From an optimization exercise on the open Yosys and OpenROAD flow, aimed at small area and a short achievable clock period; shortcuts taken in it are not production practice.
RTL that was checked went through simulation tests only; none was proved equivalent to the original.
No activity file was given, so power comes from the tool's default toggle rates.

Design STDPmodel_4PWL, start of the top module:
module STDPmodel_4PWL
(reset, clk, A_pre, A_post, start_replay_phase, W_previous, W_new);
Size: ~1800 cells after synthesis, about 240 flip-flops, roughly 69 I/O pins.
clock: 7.5 ns
lec_check: 0
cap_margin: 20
core_margin: 2
core_utilization: 40
cts_buf_list: sky130_fd_sc_hd__clkbuf_8
cts_cluster_size: 30
setup_slack_margin: 4
slew_margin: 20
standard.sh (not shown) runs the stock make flow with config.mk's settings and CLKGATE_MAP_FILE= SYNTH_SCRIPT=/design/flow/synth_recipe.tcl, a recipe that flattens the netlist after the stock synthesis.
==> flow/flow/run.sh <==
#!/bin/bash
# The standard layout (the standard.sh, standard synthesis included),
# except that the port buffers are buf_2 cells rather than the resizer's
# default pick.  Every port still gets its buffer.
set -euo pipefail
export BUFFER_PORTS_ARGS="-buffer_cell sky130_fd_sc_hd__buf_2"
bash standard.sh > standard.log 2>&1
Change:
==> flow/run.sh (new file) <==
#!/bin/bash
# synth_recipe.tcl (not shown) runs the flow's synth.tcl, then flattens the netlist and writes it again
# the make line also repeats each setting of config.mk as NAME=value (left out here)
make -C /OpenROAD-flow-scripts/flow DESIGN_CONFIG=/design/flow/config.mk WORK_HOME=/design/flow/orfs CLKGATE_MAP_FILE= SYNTH_SCRIPT=/design/flow/synth_recipe.tcl finish
- CTS_BUF_LIST: sky130_fd_sc_hd__clkbuf_8 -> not set
- CTS_CLUSTER_SIZE: 30 -> not set
removed: flow/flow/run.sh
removed: flow/standard.sh
The changed run completed without violations.
Non-clock buffer count shrinks by 7.
Total power shrinks slightly.
Die area does not change.
Count of clock-buffer cells in the layout shrinks by 15.
Synthesized cell count stays the same.
Setup slack is worse by 0.036 ns.
Hold slack is better by 0.0087 ns.
Change:
- CTS_BUF_LIST: not set -> sky130_fd_sc_hd__clkbuf_8
- CTS_CLUSTER_SIZE: not set -> 30
Count of clock-buffer cells in the layout grows by 6.
Sequential power barely changes.
Power is lower by 1.5%.
Clock skew grows by 0.028 ns.
Register-to-register slack improved by 0.02 ns.
Final cell count is higher by 0.91%.
Hold slack barely changes.
Change:
- CTS_BUF_LIST: sky130_fd_sc_hd__clkbuf_8 -> not set
- CTS_CLUSTER_SIZE: 30 -> not set
- SETUP_SLACK_MARGIN: 4 -> 4.4
The changed run went through all stages and came out clean.
Utilization rises by 5.0 points.
Die area stays the same.
Wire length rises by about 10%.
Worst hold slack stays flat.
Area after synthesis does not change.
Maximum frequency came out lower by 0.94%.
Cell area goes up by about 10%.
Critical path depth stays the same.
Worst setup slack loses 0.033 ns.
Count of clock-buffer cells in the layout shrinks by 14.

* * *

Another version of the RTL of STDPmodel_4PWL (not shown whole).
For scale: about 280 flip-flops, ~69 I/O pins, roughly 0.017 mm² of cells after synthesis.
Settings: LEC_CHECK=0, CAP_MARGIN=20, CORE_MARGIN=2, CORE_UTILIZATION=40, CTS_BUF_LIST=sky130_fd_sc_hd__clkbuf_8, CTS_CLUSTER_SIZE=30, SETUP_SLACK_MARGIN=4.3, SLEW_MARGIN=20; clock period 7.5 ns.
==> flow/flow/run.sh <==
#!/bin/bash
# The standard layout (the standard.sh, standard synthesis included),
# with two changes that only save cells: the port buffers are buf_2 cells
# rather than the resizer's default pick (every port still gets its
# buffer), and clock tree synthesis adds no dummy load cells.
set -euo pipefail
export BUFFER_PORTS_ARGS="-buffer_cell sky130_fd_sc_hd__buf_1"
export CTS_ARGS='-sink_clustering_enable -repair_clock_nets -sink_clustering_size 30 -buf_list {sky130_fd_sc_hd__clkbuf_4 sky130_fd_sc_hd__clkbuf_8} -dont_use_dummy_load'
bash standard.sh > standard.log 2>&1
Then changed:
==> flow/run.sh (new file) <==
#!/bin/bash
# synth_recipe.tcl (not shown) runs the flow's synth.tcl, then flattens the netlist and writes it again
# the make line also repeats each setting of config.mk as NAME=value (left out here)
make -C /OpenROAD-flow-scripts/flow DESIGN_CONFIG=/design/flow/config.mk WORK_HOME=/design/flow/orfs CLKGATE_MAP_FILE= SYNTH_SCRIPT=/design/flow/synth_recipe.tcl finish
--- a/flow/config.mk
+++ b/flow/config.mk
@@ -11,4 +11,4 @@
 export CTS_BUF_LIST = sky130_fd_sc_hd__clkbuf_8
 export CTS_CLUSTER_SIZE = 30
-export SETUP_SLACK_MARGIN = 4.3
+export SETUP_SLACK_MARGIN = 4.4
 export SLEW_MARGIN = 20
removed: flow/flow/run.sh
removed: flow/standard.sh
Fmax came out higher slightly.
Total power came out higher by a little under a tenth.
Utilization came out higher by 3.4 points.
Then changed:
--- a/flow/config.mk
+++ b/flow/config.mk
@@ -11,4 +11,4 @@
 export CTS_BUF_LIST = sky130_fd_sc_hd__clkbuf_8
 export CTS_CLUSTER_SIZE = 30
-export SETUP_SLACK_MARGIN = 4.4
+export SETUP_SLACK_MARGIN = 4.2
 export SLEW_MARGIN = 20
Outcome:
- The changed run produced a clean layout
- first-iteration DRC count came out lower by a few percent
- register-to-register slack loses 0.15 ns
- routed wire length came out lower by a few percent
- setup slack loses 0.15 ns
- cell area came out lower by a few percent
- sequential cell count does not change
- die area is unchanged
- power came out lower by a few percent
- via count came out lower by a few percent
- core utilization came out lower by 2.0 points
- area after synthesis does not change
Then changed:
--- a/flow/config.mk
+++ b/flow/config.mk
@@ -8,5 +8,5 @@
 export CAP_MARGIN = 20
 export CORE_MARGIN = 2
-export CORE_UTILIZATION = 40
+export CORE_UTILIZATION = 50
 export CTS_BUF_LIST = sky130_fd_sc_hd__clkbuf_8
 export CTS_CLUSTER_SIZE = 30
Effect: The changed run completed without violations; via count came out higher by 0.82%; setup slack got worse by 0.022 ns; final cell count went down by 3.7%; final area goes down by 0.64%; routed wire length rises by 3.1%; flip-flop and latch count is unchanged; power went up by 1.4%; combinational power rose by about 3%; hold slack got worse by 0.0081 ns; non-clock buffer count falls by 2; first-iteration DRC count came out higher by 4.9%.

* * *

old:
Another version of the RTL of STDPmodel_4PWL (not shown whole).
Size: about 1700 cells after synthesis, about 260 flip-flops, about 69 I/O pins, about 0.016 mm^2 of cells after synthesis.
Settings: LEC_CHECK=0, CAP_MARGIN=20, CORE_MARGIN=2, CORE_UTILIZATION=40, SETUP_SLACK_MARGIN=4, SLEW_MARGIN=20; clock period 7.5 ns.
run.sh (not shown) runs the stock make flow with config.mk's settings and CLKGATE_MAP_FILE= SYNTH_SCRIPT=/design/flow/synth_recipe.tcl, a recipe that flattens the netlist after the stock synthesis.
Stock flow here: none of the scripts above is used.
Input changes introduced in new (baseline for comparison: old):
Settings: a change of SETUP_SLACK_MARGIN from 4 to 5.
Findings:
Compared new against old; final-layout worst hold slack within noise.
Delta (new minus old): post-detailed-routing wire length rose by 14%, area of the multi-input gates rose by about 10%, post-cts repair resize count rose by about 560%, growth of design area from synthesis to finish rose by 13 points, endpoint arrival time on the critical path fell by 70 ps.
new vs. old: count of routing violations after the opening detailed-route iteration picked up an extra 97; pre-CTS worst setup slack went up; biggest fanout along the worst timing path decreased 1; static leakage power increased by 10% relative to the old numbers.
No stage failed in new, and the final checks on the layout all came back clean.
new — sequential fraction of total cell area 2.6 points lower, old as reference
No functional check of the RTL was part of any run of this note.

* * *

RTL: one of the versions met above, not the one the previous note started from.
Size: roughly 1,800 cells after synthesis, about 17,000 sq um of cells after synthesis.
## STDPmodel_4PWL
module STDPmodel_4PWL
(reset, clk, A_pre, A_post, start_replay_phase, W_previous, W_new);
	input reset;
	input clk;
	input A_pre;
	input A_post;
	input start_replay_phase;
	input  [31:0] W_previous;
	output [31:0] W_new;
	reg    [31:0] W_new;
	localparam [31:0] W_MAX = 32'h0020_0000;
	reg [2:0] Count_pre, Count_post;
	always @(posedge clk)
	  if (reset)              Count_pre <= 3'd0;
	  else if (A_pre)         Count_pre <= 3'd6;
	  else if (Count_pre!=0)  Count_pre <= Count_pre - 3'd1;
	always @(posedge clk)
	  if (reset)              Count_post <= 3'd0;
	  else if (A_post)        Count_post <= 3'd6;
	  else if (Count_post!=0) Count_post <= Count_post - 3'd1;
	wire nz_next = !reset && (A_pre || Count_pre > 3'd1) && (A_post || Count_post > 3'd1);
	reg nz;
	always @(posedge clk) nz <= nz_next;
	wire AdaptW = nz && !reset;
	wire [2:0] Delta_Count = Count_post - Count_pre;
	wire d2 = Delta_Count[2];
	wire [2:0] abs_dc = d2 ? (3'd0 - Delta_Count) : Delta_Count;
	reg AdaptW_2, AdaptW_3, AdaptW_4;
	reg sign_dt_hold, sign_dt_q2, sign_dt_q3, sign_dt_q4;
	wire sign_dt_s1 = AdaptW ? d2 : (AdaptW_4 ? sign_dt_hold : 1'b0);
	always @(posedge clk)
	  if (reset) begin
	    AdaptW_2 <= 1'b0; AdaptW_3 <= 1'b0; AdaptW_4 <= 1'b0;
	    sign_dt_hold <= 1'b0;
  ...
clock: 7.5 ns
lec_check: 0
cap_margin: 20
core_margin: 2
core_utilization: 40
cts_buf_list: sky130_fd_sc_hd__clkbuf_8
cts_cluster_size: 30
setup_slack_margin: 4.3
slew_margin: 20
standard.sh (not shown) runs the stock make flow with config.mk's settings and CLKGATE_MAP_FILE= SYNTH_SCRIPT=/design/flow/synth_recipe.tcl, a recipe that flattens the netlist after the stock synthesis.
==> flow/flow/run.sh <==
#!/bin/bash
# The standard layout (the standard.sh, standard synthesis included),
# with two changes that only save cells: the port buffers are buf_2 cells
# rather than the resizer's default pick (every port still gets its
# buffer), and clock tree synthesis adds no dummy load cells.
set -euo pipefail
export BUFFER_PORTS_ARGS="-buffer_cell sky130_fd_sc_hd__buf_2"
export CTS_ARGS='-sink_clustering_enable -repair_clock_nets -sink_clustering_size 30 -buf_list {sky130_fd_sc_hd__clkbuf_4 sky130_fd_sc_hd__clkbuf_8} -dont_use_dummy_load'
bash standard.sh > standard.log 2>&1
Edit:
==> flow/run.sh (new file) <==
#!/bin/bash
# synth_recipe.tcl (not shown) runs the flow's synth.tcl, then flattens the netlist and writes it again
# the make line also repeats each setting of config.mk as NAME=value (left out here)
make -C /OpenROAD-flow-scripts/flow DESIGN_CONFIG=/design/flow/config.mk WORK_HOME=/design/flow/orfs CLKGATE_MAP_FILE= SYNTH_SCRIPT=/design/flow/synth_recipe.tcl finish
PLACE_DENSITY = 0.7   (was default)
SETUP_SLACK_MARGIN = 4.2   (was 4.3)
removed: flow/flow/run.sh
removed: flow/standard.sh
Result: The changed run went through all stages and came out clean; final cell count grows by 1.3%; worst setup slack loses 78 ps; combinational power stays flat; total power rose by 2.1%; wire length fell by 6.3%.
Edit:
==> flow/flow/run.sh (new file) <==
#!/bin/bash
# The standard layout (the standard.sh, standard synthesis included),
# with two changes that only save cells: the port buffers are buf_2 cells
# rather than the resizer's default pick (every port still gets its
# buffer), and clock tree synthesis adds no dummy load cells.
set -euo pipefail
export BUFFER_PORTS_ARGS="-buffer_cell sky130_fd_sc_hd__buf_2"
export CTS_ARGS="-sink_clustering_enable -repair_clock_nets -sink_clustering_size 30 -buf_list sky130_fd_sc_hd__clkbuf_8 -dont_use_dummy_load"
bash standard.sh > standard.log 2>&1
==> flow/standard.sh (new file) <==
#!/bin/bash
# synth_recipe.tcl (not shown) runs the flow's synth.tcl, then flattens the netlist and writes it again
# the make line also repeats each setting of config.mk as NAME=value (left out here)
make -C /OpenROAD-flow-scripts/flow DESIGN_CONFIG=/design/flow/config.mk WORK_HOME=/design/flow/orfs CLKGATE_MAP_FILE= SYNTH_SCRIPT=/design/flow/synth_recipe.tcl "${@:-finish}"
PLACE_DENSITY = default   (was 0.7)
removed: flow/run.sh
Outcome: Global-route usage went up by 0.85 points; total power went down by 3.6%; worst setup slack is worse by 64 ps; non-clock buffer count went up by 4.

-- port drivers added, routing unchanged --
How much do the figures lean on ideal ports? The routed layouts below were timed once more, with nothing changed but the port constraints. Step 1, drivers: a clkbuf_16 drives clk and a buf_2 each remaining input, both assumed. Step 2 moves the port delays by t, midway between the first and last clock arrival at a register: inputs arrive t later, outputs are due t later. That takes back most of the time a late clock gives input paths. a / b / c = ideal ports / drivers / drivers and shift; a / b = the first two.
run | shift t [ns] | slack for setup (ns) | worst setup path at the end | cell pins on the clock port's net
the first run of note 1 | 0.621 | 4.004 / 4.004 / 3.471 | input to register | 1
the second run of note 1 | 0.599 | 3.967 / 3.967 / 3.540 | input to register | 1
the third run of note 1 | 0.605 | 3.992 / 3.992 / 3.526 | input to register | 1
the fourth run of note 1 | 0.601 | 3.959 / 3.959 / 3.607 | input to register | 1
the first run of note 2 | 0.609 | 4.321 / 4.321 / 3.879 | input to register | 1
the second run of note 2 | 0.668 | 4.373 / 4.373 / 3.836 | input to register | 1
the third run of note 2 | 0.645 | 4.227 / 4.227 / 3.672 | input to register | 1
the fourth run of note 2 | 0.662 | 4.205 / 4.205 / 3.693 | input to register | 1
old | 0.599 | 2.502 / 2.512 / 1.913 | input to register | 1
new | 0.605 | 2.580 / 2.592 / 1.986 | input to register | 1
the first run of note 4 | 0.599 | 4.341 / 4.341 / 3.895 | input to register | 1
the second run of note 4 | 0.625 | 4.264 / 4.273 / 3.648 | input to register | 1
the third run of note 4 | 0.595 | 4.200 / 4.200 / 3.760 | input to register | 1
After both steps setup and hold are still met in every run listed. For the second run of note 4, which loses most, drivers alone change the setup slack by +0.009 ns; drivers and shift together by -0.616 ns.
